This is an optimization exercise on Yosys and OpenROAD, whose aim is small area, a short achievable clock period and few clock cycles, not a production implementation. Only simulation tests tie the RTL to the original design; equivalence was not proved. Power figures rest on the tool's default switching activity, not on a simulated workload.

== run A ==
## pipecpu
module pipecpu(input logic clk, input logic reset,
               output logic [63:0] imem_addr, input logic [31:0] imem_data,
               output logic [63:0] dmem_addr, output logic dmem_we, output logic dmem_re,
               output logic [63:0] dmem_wdata, input logic [63:0] dmem_rdata);
  logic [61:0] pcw;
  assign imem_addr = {pcw, 2'b00};
  logic [31:0] iw;
  assign iw = imem_data;
  logic f_addi, f_adds, f_subs, f_and, f_eor, f_lsr, f_ldur, f_stur, f_b, f_blt, f_cbz;
  assign f_addi = (iw[31:22] == 10'b1001000100);
  assign f_adds = (iw[31:21] == 11'b10101011000);
  assign f_subs = (iw[31:21] == 11'b11101011000);
  assign f_and  = (iw[31:21] == 11'b10001010000);
  assign f_eor  = (iw[31:21] == 11'b11001010000);
  assign f_lsr  = (iw[31:21] == 11'b11010011010);
  assign f_ldur = (iw[31:21] == 11'b11111000010);
  assign f_stur = (iw[31:21] == 11'b11111000000);
  assign f_b    = (iw[31:26] == 6'b000101);
  assign f_blt  = (iw[31:24] == 8'b01010100) & (iw[3:0] == 4'b1011);
  assign f_cbz  = (iw[31:24] == 8'b10110100);
  logic [4:0] f_ra, f_rb, f_rd;
  assign f_ra = iw[9:5];
  assign f_rb = (iw[31:24] == 8'b11111000 || iw[31:24] == 8'b10110100) ? iw[4:0] : iw[20:16];
  assign f_rd = iw[4:0];
  logic f_wen;
  assign f_wen = (f_addi | f_adds | f_subs | f_and | f_eor | f_lsr | f_ldur) & (f_rd != 5'd31);
  logic        x_wen, x_ldur, x_stur, x_b, x_blt, x_cbz, x_setf, x_sub, x_and, x_eor, x_lsr, x_useimm;
  logic [4:0]  x_rd;
  logic [3:0]  x_ra_hi, x_rb_hi;    
  logic [7:0]  x_ra_lo, x_rb_lo;    
  logic        x_fwa, x_fwb;
  logic [25:0] x_iw;      
  logic        x_addi;
  logic f_fwa, f_fwb;
  assign f_fwa = x_wen & ~x_ldur & (x_rd == f_ra);
  assign f_fwb = x_wen & ~x_ldur & (x_rd == f_rb);
  always_ff @(posedge clk) begin
    if (reset) begin
  ...
Size in the first run: roughly 6600 cells after synthesis, ~290 I/O pins.
==> flow/config.mk <==
export PLATFORM = sky130hd
export DESIGN_NAME = pipecpu
export DESIGN_NICKNAME = pipecpu
export VERILOG_FILES = /design/flow/design.v
export SDC_FILE = /design/flow/constraint.sdc
export NUM_CORES = 4
export LEC_CHECK = 0
export CAP_MARGIN = 20
export CORE_MARGIN = 2
export CORE_UTILIZATION = 65
export SLEW_MARGIN = 20
export SYNTH_HIERARCHICAL = 1
export SYNTH_MINIMUM_KEEP_SIZE = 0
==> flow/constraint.sdc <==
create_clock -name core_clock -period 28.0 [get_ports {clk}]
set_input_delay 5.6000 -clock core_clock [delete_from_list [all_inputs] [get_ports {clk}]]
set_output_delay 5.6000 -clock core_clock [all_outputs]
set_load 0.01 [all_outputs]
standard.sh (not shown) runs the stock make flow with config.mk's settings and CLKGATE_MAP_FILE= SYNTH_SCRIPT=/design/flow/synth_recipe.tcl, a recipe that flattens the netlist after the stock synthesis.
==> flow/flow/run.sh <==
#!/bin/bash
set -euo pipefail
MARGIN=$(cat flow/margin.txt)
bash standard.sh "SETUP_SLACK_MARGIN=$MARGIN" \
  "BUFFER_PORTS_ARGS=-buffer_cell sky130_fd_sc_hd__buf_2" \
  "CTS_ARGS=-sink_clustering_enable -repair_clock_nets -dont_use_dummy_load -sink_clustering_size 25 -sink_clustering_max_diameter 90" \
  finish > flow_standard.log 2>&1
==> flow/flow/margin.txt <==
21
Run A finished every stage and its layout cleared the timing, DRC and antenna checks.
Testbench counts of run A, summed over its fixed seeds: cycles 35,905.
Setup changes, run A to run E
# run A
export LEC_CHECK = 0
export CAP_MARGIN = 20
export CORE_MARGIN = 2
export CORE_UTILIZATION = 65
export SLEW_MARGIN = 20
export SYNTH_HIERARCHICAL = 1
export SYNTH_MINIMUM_KEEP_SIZE = 0
create_clock -name core_clock -period 28.0 [get_ports {clk}]
# run E
export LEC_CHECK = 0
export CAP_MARGIN = 20
export CORE_MARGIN = 2
export CORE_UTILIZATION = 55
export SLEW_MARGIN = 20
export SYNTH_HIERARCHICAL = 1
export SYNTH_MINIMUM_KEEP_SIZE = 0
create_clock -name core_clock -period 28.0 [get_ports {clk}]
==> flow/flow/margin.txt <==
21.4
==> summary.txt <==
- Delta (run E minus run A): number of vias per cell now sits lower, cell area has increased, cell count now sits higher, routed wire length increased by about 4% relative to the old numbers, share of power burned in the clock network has remained practically unchanged.
- When the final numbers for run E and run A were put side by side, the total stage count of the critical path turned out to be greater in run A.
- Diff run A -> run E | maximum fanout along the worst path | decrease of 29
- Run E vs run A, critical path start-end classification: register to output pin vs register to register
- Post-route total power deteriorates in run E relative to run A.
- Run E vs run A: via count down in run E
- Looking at run E and run A, the maximum frequency is a wash.
- Against run A, run E reports a buffer count excluding the clock tree in the final layout that is higher.

-- afterwards: timing with drivers on the ports --
No port has a modelled driver above. Below, the same layouts with a new extraction and two added sets of constraints.
Step 1 (the two cells are an assumption about what drives the block):
set clk [get_ports {clk}]
set_driving_cell -lib_cell sky130_fd_sc_hd__clkbuf_16 $clk
set_driving_cell -lib_cell sky130_fd_sc_hd__buf_2 [delete_from_list [all_inputs] $clk]
Step 2 adds t to the input delays and takes it off the output delays; t is the mean of the earliest and latest rising clock arrival at the registers after step 1. Input paths then give back, and output paths get back, about the clock's delay inside the block.
Three values: ideal ports, drivers, drivers and shift; two values: the first two.
| run | shift t [ns] | slack for setup (ns) | hold WS [ns] | clock arrival spread, ns | worst data-port slew with drivers (ns) |
|---|---|---|---|---|---|
| run A | 0.852 | 20.937 / 20.875 / 20.402 | 0.454 / 0.454 / 0.454 | 0.112 / 0.112 | 0.22 |
| run E | 0.908 | 20.925 / 20.834 / 20.296 | 0.463 / 0.463 / 0.463 | 0.085 / 0.084 | 0.20 |
After both steps every run listed still meets setup and hold. For run E, which loses most, drivers alone change the setup slack by -0.091 ns; drivers and shift together by -0.629 ns.
